Source: an optimization exercise on an open RTL-to-GDS flow (aim: small area, a short achievable clock period and few clock cycles). Production flows keep margins and buffers that such runs may drop. In this exercise RTL edits were held to simulation tests only and were not proved equivalent to the original. Power and IR drop assume default switching activity.

==> flow/design.v <==
module parameterized_fft #(
    parameter DATA_WIDTH = 16,
    parameter FFT_POINTS = 8,
    parameter LOG2_FFT_POINTS = $clog2(FFT_POINTS)
)(
    input wire clk,
    input wire rst_n,
    input wire start,
    input wire [DATA_WIDTH-1:0] data_in_real,
    input wire [DATA_WIDTH-1:0] data_in_imag,
    input wire data_valid_in,
    output reg data_ready,
    output wire [(DATA_WIDTH*FFT_POINTS)-1:0] data_out_real,
    output wire [(DATA_WIDTH*FFT_POINTS)-1:0] data_out_imag,
    output reg data_valid_out,
    output reg busy
);
    reg [15:0] sr [0:7];
    reg [15:0] si [0:7];
    genvar gk;
    generate for (gk = 0; gk < 8; gk = gk + 1) begin : g_out
        assign data_out_real[16*gk +: 16] = sr[gk];
        assign data_out_imag[16*gk +: 16] = si[gk];
    end endgenerate
    function [15:0] sat;
        input [16:0] v;
        sat = (v[16] ^ v[15]) ? {v[16], {15{~v[16]}}} : v[15:0];
    endfunction
    reg loading;             
    reg [2:0] cnt;           
    reg [1:0] pre;           
    reg [4:0] seq;           
    wire take = loading & data_valid_in;
    always @(posedge clk or negedge rst_n) begin
        if (!rst_n) begin
            loading <= 1'b0;
            cnt <= 3'd0;
            pre <= 2'd0;
            seq <= 5'd0;
            busy <= 1'b0;
            data_ready <= 1'b1;
            data_valid_out <= 1'b0;
        end else begin
            pre <= 2'd0;
            seq <= {seq[3:0], 1'b0};
            if (start) begin
                loading <= 1'b1;
                cnt <= 3'd0;
                busy <= 1'b1;
                data_valid_out <= 1'b0;
                seq <= 5'd0;
            end else if (take) begin
                cnt <= cnt + 3'd1;
                if (cnt == 3'd4) pre <= 2'd1;
                if (cnt == 3'd5) pre <= 2'd2;
                if (cnt == 3'd6) pre <= 2'd3;
                if (cnt == 3'd7) begin
                    loading <= 1'b0;
                    data_ready <= 1'b0;
                    seq <= 5'd1;
                end
            end
            if (seq[4]) begin
                busy <= 1'b0;
                data_ready <= 1'b1;
                data_valid_out <= 1'b1;
            end
        end
    end
    reg [2:0] ua, ub;
    reg u_w2;
    always @(*) begin
        ua = 3'd0; ub = 3'd1; u_w2 = 1'b0;
        case (1'b1)
            seq[0]: begin ua = 3'd0; ub = 3'd2; end
            seq[1]: begin ua = 3'd4; ub = 3'd6; end
            seq[2]: begin ua = 3'd0; ub = 3'd4; end
            seq[3]: begin ua = 3'd2; ub = 3'd6; u_w2 = 1'b1; end
            default: begin
                case (pre)
                    2'd2: begin ua = 3'd4; ub = 3'd5; end
                    2'd3: begin ua = 3'd2; ub = 3'd3; end
                    default: begin ua = 3'd0; ub = 3'd1; end
                endcase
            end
        endcase
    end
    wire u_en = seq[0] | seq[1] | seq[2] | seq[3] | (pre != 2'd0);
    reg [2:0] va, vb;
    reg v_w0, v_w2;
    always @(*) begin
        va = 3'd6; vb = 3'd7; v_w0 = 1'b1; v_w2 = 1'b0;
        case (1'b1)
            seq[1]: begin va = 3'd5; vb = 3'd7; v_w0 = 1'b0; v_w2 = 1'b1; end
            seq[2]: begin va = 3'd1; vb = 3'd3; v_w0 = 1'b0; v_w2 = 1'b1; end
            seq[3]: begin va = 3'd1; vb = 3'd5; v_w0 = 1'b0; end
            seq[4]: begin va = 3'd3; vb = 3'd7; v_w0 = 1'b0; end
            default: ;
        endcase
    end
    wire v_en = seq[0] | seq[1] | seq[2] | seq[3] | seq[4];
    function [63:0] bfly;
        input [15:0] ar, ai, br, bi;
        input w0, w2;
        reg [15:0] tr, ti;
        reg cr, ci, sw;
        reg [16:0] s1r, s1i, s2r, s2i;
        reg [15:0] o1r, o1i, o2r, o2i;
        begin
            tr = w2 ? bi : ((w0 & ~br[15] & (|br)) ? br - 16'd1 : br);
            ti = w2 ? br : ((w0 & ~bi[15] & (|bi)) ? bi - 16'd1 : bi);
            cr = ~w2 & w0 & (br == 16'h8000);
            ci = ~w2 & w0 & (bi == 16'h8000);
            sw = w2 & (br != 16'h8000);
            s1r = {ar[15], ar} + {tr[15], tr} + {16'd0, cr};
            s2r = {ar[15], ar} + {~tr[15], ~tr} + {16'd0, ~cr};
            s1i = {ai[15], ai} + {ti[15], ti} + {16'd0, ci};
            s2i = {ai[15], ai} + {~ti[15], ~ti} + {16'd0, ~ci};
            o1r = sat(s1r); o2r = sat(s2r);
            o1i = sw ? sat(s2i) : sat(s1i);
            o2i = sw ? sat(s1i) : sat(s2i);
            bfly = {o1r, o1i, o2r, o2i};
        end
    endfunction
    wire [63:0] uo = bfly(sr[ua], si[ua], sr[ub], si[ub], 1'b1, u_w2);
    wire [63:0] vo = bfly(sr[va], si[va], sr[vb], si[vb], v_w0, v_w2);
    localparam [33:0] C = 34'd23170;
    wire [15:0] pr = seq[2] ? sr[5] : sr[7];
    wire [15:0] pi = seq[2] ? si[5] : si[7];
    wire [16:0] pa = {pr[15], pr} + {pi[15], pi};        
    wire [16:0] pb = {pi[15], pi} - {pr[15], pr};        
    wire [16:0] m1 = seq[2] ? pa : pb;
    wire [16:0] m2 = seq[2] ? pb : pa;
    wire [33:0] p1 = {{17{m1[16]}}, m1} * C;
    wire [33:0] p2 = {{17{m2[16]}}, m2} * C;
    wire [15:0] t_re = p1[30:15];
    wire [15:0] p2n = ~p2[30:15] + {15'd0, (p2[14:0] == 15'd0)};
    wire [15:0] t_im = seq[2] ? p2[30:15] : p2n;
    wire p_en = seq[2] | seq[3];
    wire [2:0] pslot = seq[2] ? 3'd5 : 3'd7;
    wire [2:0] nslot = {cnt[0], cnt[1], cnt[2]};
    integer k;
    always @(posedge clk) begin
        for (k = 0; k < 8; k = k + 1) begin
            if (take && nslot == k[2:0]) begin
                sr[k] <= data_in_real; si[k] <= data_in_imag;
            end
            if (u_en && ua == k[2:0]) begin sr[k] <= uo[63:48]; si[k] <= uo[47:32]; end
            if (u_en && ub == k[2:0]) begin sr[k] <= uo[31:16]; si[k] <= uo[15:0]; end
            if (v_en && va == k[2:0]) begin sr[k] <= vo[63:48]; si[k] <= vo[47:32]; end
            if (v_en && vb == k[2:0]) begin sr[k] <= vo[31:16]; si[k] <= vo[15:0]; end
            if (p_en && pslot == k[2:0]) begin sr[k] <= t_re; si[k] <= t_im; end
        end
    end
endmodule
==> flow/run.sh <==
#!/bin/bash
# synth_recipe.tcl (not shown) runs the flow's synth.tcl, then flattens the netlist and writes it again
# the make line also repeats each setting of config.mk as NAME=value (left out here)
make -C /OpenROAD-flow-scripts/flow DESIGN_CONFIG=/design/flow/config.mk WORK_HOME=/design/flow/orfs CLKGATE_MAP_FILE= SYNTH_SCRIPT=/design/flow/synth_recipe.tcl finish
==> flow/config.mk <==
export PLATFORM = sky130hd
export DESIGN_NAME = parameterized_fft
export DESIGN_NICKNAME = parameterized_fft
export VERILOG_FILES = /design/flow/design.v
export SDC_FILE = /design/flow/constraint.sdc
export NUM_CORES = 4
export LEC_CHECK = 0
export CAP_MARGIN = 20
export CORE_MARGIN = 2
export CORE_UTILIZATION = 40
export SLEW_MARGIN = 20
==> flow/constraint.sdc <==
create_clock -name core_clock -period 25.0 [get_ports {clk}]
set_input_delay 5.0000 -clock core_clock [delete_from_list [all_inputs] [get_ports {clk}]]
set_output_delay 5.0000 -clock core_clock [all_outputs]
set_load 0.01 [all_outputs]
==> results by group <==
Outcome
  • Outcome: complete, no violations

Setup path
  • Startpoint types: register
  • Crit path kind: reg -> reg
  • CP Capture Type: register
  • CP max FO: 35
  • RR Endpoint: si[5][1]
  • Worst path arrival time: 11.42 ns
  • Worst path required time: 25.28 ns
  • Worst-case reg-to-reg path depth: 22
  • Reg-to-Reg Start: seq[2]
  • R2R Setup Slk: 13.86 ns

Placed design
  • Number of buffers added on ports: 294
  • Pre-CTS WS: 14.37 ns
  • Global placement routability congestion: 1.07
  • Post-DP HPWL: 147 mm

Flow run
  • Number of max-cap violations: 0

Logic synthesis
  • Number of flops mapped to enable cells by yosys: 256
  • Area share of the largest cell type after synthesis: 20.3%
  • Post-Synthesis Cells: 4682
  • Seq cells post-synth: 270
  • Post-synth top area cell: edfxtp_1
  • YS warnings: 3
  • Most area-consuming cells after synthesis: edfxtp_1 (20%), ha_1 (11%), fa_1 (7.4%)
  • Syn nets: 5206
  • Synthesized area: 0.0379 mm^2
  • Syn avg cell area: 8.09 um^2
  • Dominant synthesized flop cell: edfxtp_1
  • Number of distinct library cells after synthesis: 104
  • Post-synthesis sequential area ratio: 21.2%
  • Ys async rst share: 5.19%

Routing
  • DR vias: 40245
  • Met1 WL: 76.8 mm
  • ANT nets after route: 0
  • DRT Wirelength: 188 mm
  • Pre-antenna DRT Iters: 8
  • Met3 wire len: 22.7 mm
  • Iteration-0 DRC Markers: 5941
  • Met2 wire len: 77.3 mm
  • DR top layer: met5
  • Drt wl/cell: 31.0 um
  • Routed vias/inst: 6.62
  • DRC Markers: 0

Clock tree
  • Root Buffer: clkbuf_16
  • TritonCTS clock tree: built
  • H-tree Lvls: 2
  • CTS resizes: 0
  • Hold_buf cts: 0
  • Clk slew on worst S/H paths: 0.06 ns
  • Clk sinks: 270
  • CTS Buf Count: 37
  • Postcts setup bufs: 0
  • Longest Clk Path Bufs: 3
  • Skew-Pair Late Insertion Delay: 0.59 ns

Die
  • Num rows: 112
  • Initial Utilization: 40.5%
  • Std-Cell Core Area: 0.0936 mm^2
  • Die span in y: 312 um
  • Die ar.: 0.0972 mm^2
  • Die width: 312 um
  • Ports: 295

STA
  • RSZ-0062 raised after global routing: false
  • Final period util: 44.6%
  • Final setup margin: 13.86 ns
  • Relative slew slack: 18.1%
  • Hold Vio Cnt, Final: 0
  • Slew Viols, Final: 0
  • Achievable frequency: 0.0898 GHz
  • Worst-Margin Slew: 1.21 ns
  • Worst clock skew: 0.0319 ns
  • Tmin final: 11.14 ns
  • Sum Neg Setup Slack: 0 ns
  • Endpoints failing setup: 0

Layout
  • Area growth, synth to finish: 14.3%
  • Leading cell type in the layout, fill and taps excluded: nand2_1
  • Fillers: 9414
  • Commonest cells after routing, fill and taps aside: nand2_1 (518), o21ai_0 (410), nor2_1 (348), ha_1 (348), a21oi_1 (309)
  • Multi-input logic area: 0.0278 mm^2
  • Sequential cell area: 0.00805 mm^2
  • Final net count: 5320
  • Layout cells sized above 1: 6.36%

GRT
  • Initial antenna violation count: 14
  • Largest net degree at the start of global routing: 79
  • Grt total ovfl: 0
  • Gr usage total: 37.3%
  • Vias in the first global route: 36844
  • First-pass GRT wire length: 267 mm

Min path
  • HP Class: reg -> reg
  • Hold Path Sink: data_valid_out
  • Hold Crit Depth: 1
  • Hold path start: data_valid_out

Power
  • LEAKAGE: 17.3 nW
  • Total power divided by cell area: 30.8 mW/mm^2
  • Maximum vdd drop: 0.0000397 V
  • Post-route total power: 0.00134 W
## power breakdown
| group | switching, W | internal, W | total (W) |
|---|---|---|---|
| registers | 0.00000774 | 0.000505 | 0.000513 |
| logic | 0.000191 | 0.000100 | 0.000291 |
| clock network | 0.000236 | 0.000295 | 0.000531 |
## sequential cells by signal, summed over array words and instances, names as in the netlist
signal          flops
si                128
data_valid_out      1
sr                128
data_ready          1
loading             1
cnt                 3
seq                 5
pre                 2
busy                1
## Yosys cell counts, drive strengths merged, types with 41 or more instances
cell	count
nand2b	55
a21o	65
o22ai	49
nand2	520
xor2	64
edfxtp	256
a211oi	60
xnor2	157
clkbuf	243
nor2	358
nand3	68
nor2b	45
mux2	43
inv	269
a31oi	52
buf	83
ha	348
a221oi	49
a22oi	89
and3	46
a21oi	311
mux2i	119
o211ai	41
fa	140
nor3	104
a221o	52
o21ai	421
o21a	68
## cell type report
type / count / area share [%]
clock buffers: 56 / 2.44
inverters: 272 / 2.36
clock inverters: 11 / 0.194
multi-input cells: 3814 / 64.1
diodes: 5 / 0.0289
well taps: 1254 / 3.62
repair buffers: 401 / 8.63
flip-flops and latches: 270 / 18.6
## worst max-delay path: stages (launching register included)
cell       delay [ns]
dfrtp_4          0.58
buf_4            0.56
nor2_4           0.17
nor2_2           0.64
buf_4            0.52
a2bb2oi_1        0.97
nor2b_1          0.20
and4b_1          0.31
a311oi_2         0.61
nand3b_1         0.17
xor2_1           0.18
o21ai_0          0.86
ha_1             0.53
o21bai_1         0.30
o21ai_0          0.48
a31oi_1          0.32
a211o_1          0.51
nor3_2           0.99
a21oi_1          0.35
o21ai_0          0.62
a2111oi_2        0.15
buf_2            0.22
a21oi_1          0.54
## worst max-delay path by stage
stage,start,to,slack (ns),cells after the start
detailed placement,seq[2],si[7][15],14.37,33
finish,seq[2],si[5][1],13.86,22
global placement,seq[2],si[5][1],13.38,24
CTS,seq[2],si[7][15],14.32,33
floorplan,seq[2],si[7][15],13.94,36
global route,seq[2],si[7][15],13.52,32
## per-layer routing
| layer | vias up | track usage, % |
|---|---|---|
| met5 | - | 0 |
| met4 | 24 | 18.3 |
| met3 | 556 | 9.21 |
| met2 | 2805 | 54.3 |
| met1 | 19468 | 51.2 |
| li1 | 17392 | - |
## through the flow
step | cell area, um^2 | hold slack [ns] | instances | utilization [%]
CTS | 43300 | 0.498 | 6076 | 46.2
floorplan | 37900 | 0.487 | 4682 | -
detailed placement | 42100 | 0.471 | 6009 | 45.0
global route | 43300 | 0.512 | 6078 | 46.2
finish | 43300 | 0.491 | 6083 | 46.3
global placement | 42100 | 0.465 | 6007 | 45.0
## kinds of logic (layout without fill, tap and decap cells)
kind of cell    count (synthesis)  count (layout)  synth area share, %
flops                         270             270                 21.2
compound gates               1529            1529                 26.7
other cells                     0               5                    0
mux                           162             162                 4.43
buf+inv                       598             740                 6.11
fa+ha+maj                     508             508                 19.4
simple gates                 1394            1394                 17.0
xor+xnor                      221             221                 5.11
Testbench counts, summed over its fixed seeds: cycles 4,488.

-- afterwards: timing with drivers on the ports --
Ports are ideal in the flow. The routed layout listed here was re-timed in OpenROAD. Step 1: set_driving_cell puts a clkbuf_16 on clk and a buf_2 on each other input, an assumption about the parent block. Step 2, shift: input delay + t, output delay - t, t = (earliest + latest rising clock arrival at the registers) / 2. This alone moves slack from input paths to output paths. a / b / c = no drivers / after step 1 / after step 2; a / b = the first two.
t, ns: 0.649
setup WS [ns]: 13.862 / 13.862 / 13.862
hold WS [ns]: 0.491 / 0.491 / 0.491
worst setup path at the end: register to register
After both steps setup and hold are still met in this run. The setup slack of this run moves by 0.000 ns with the drivers and by 0.000 ns with both steps.
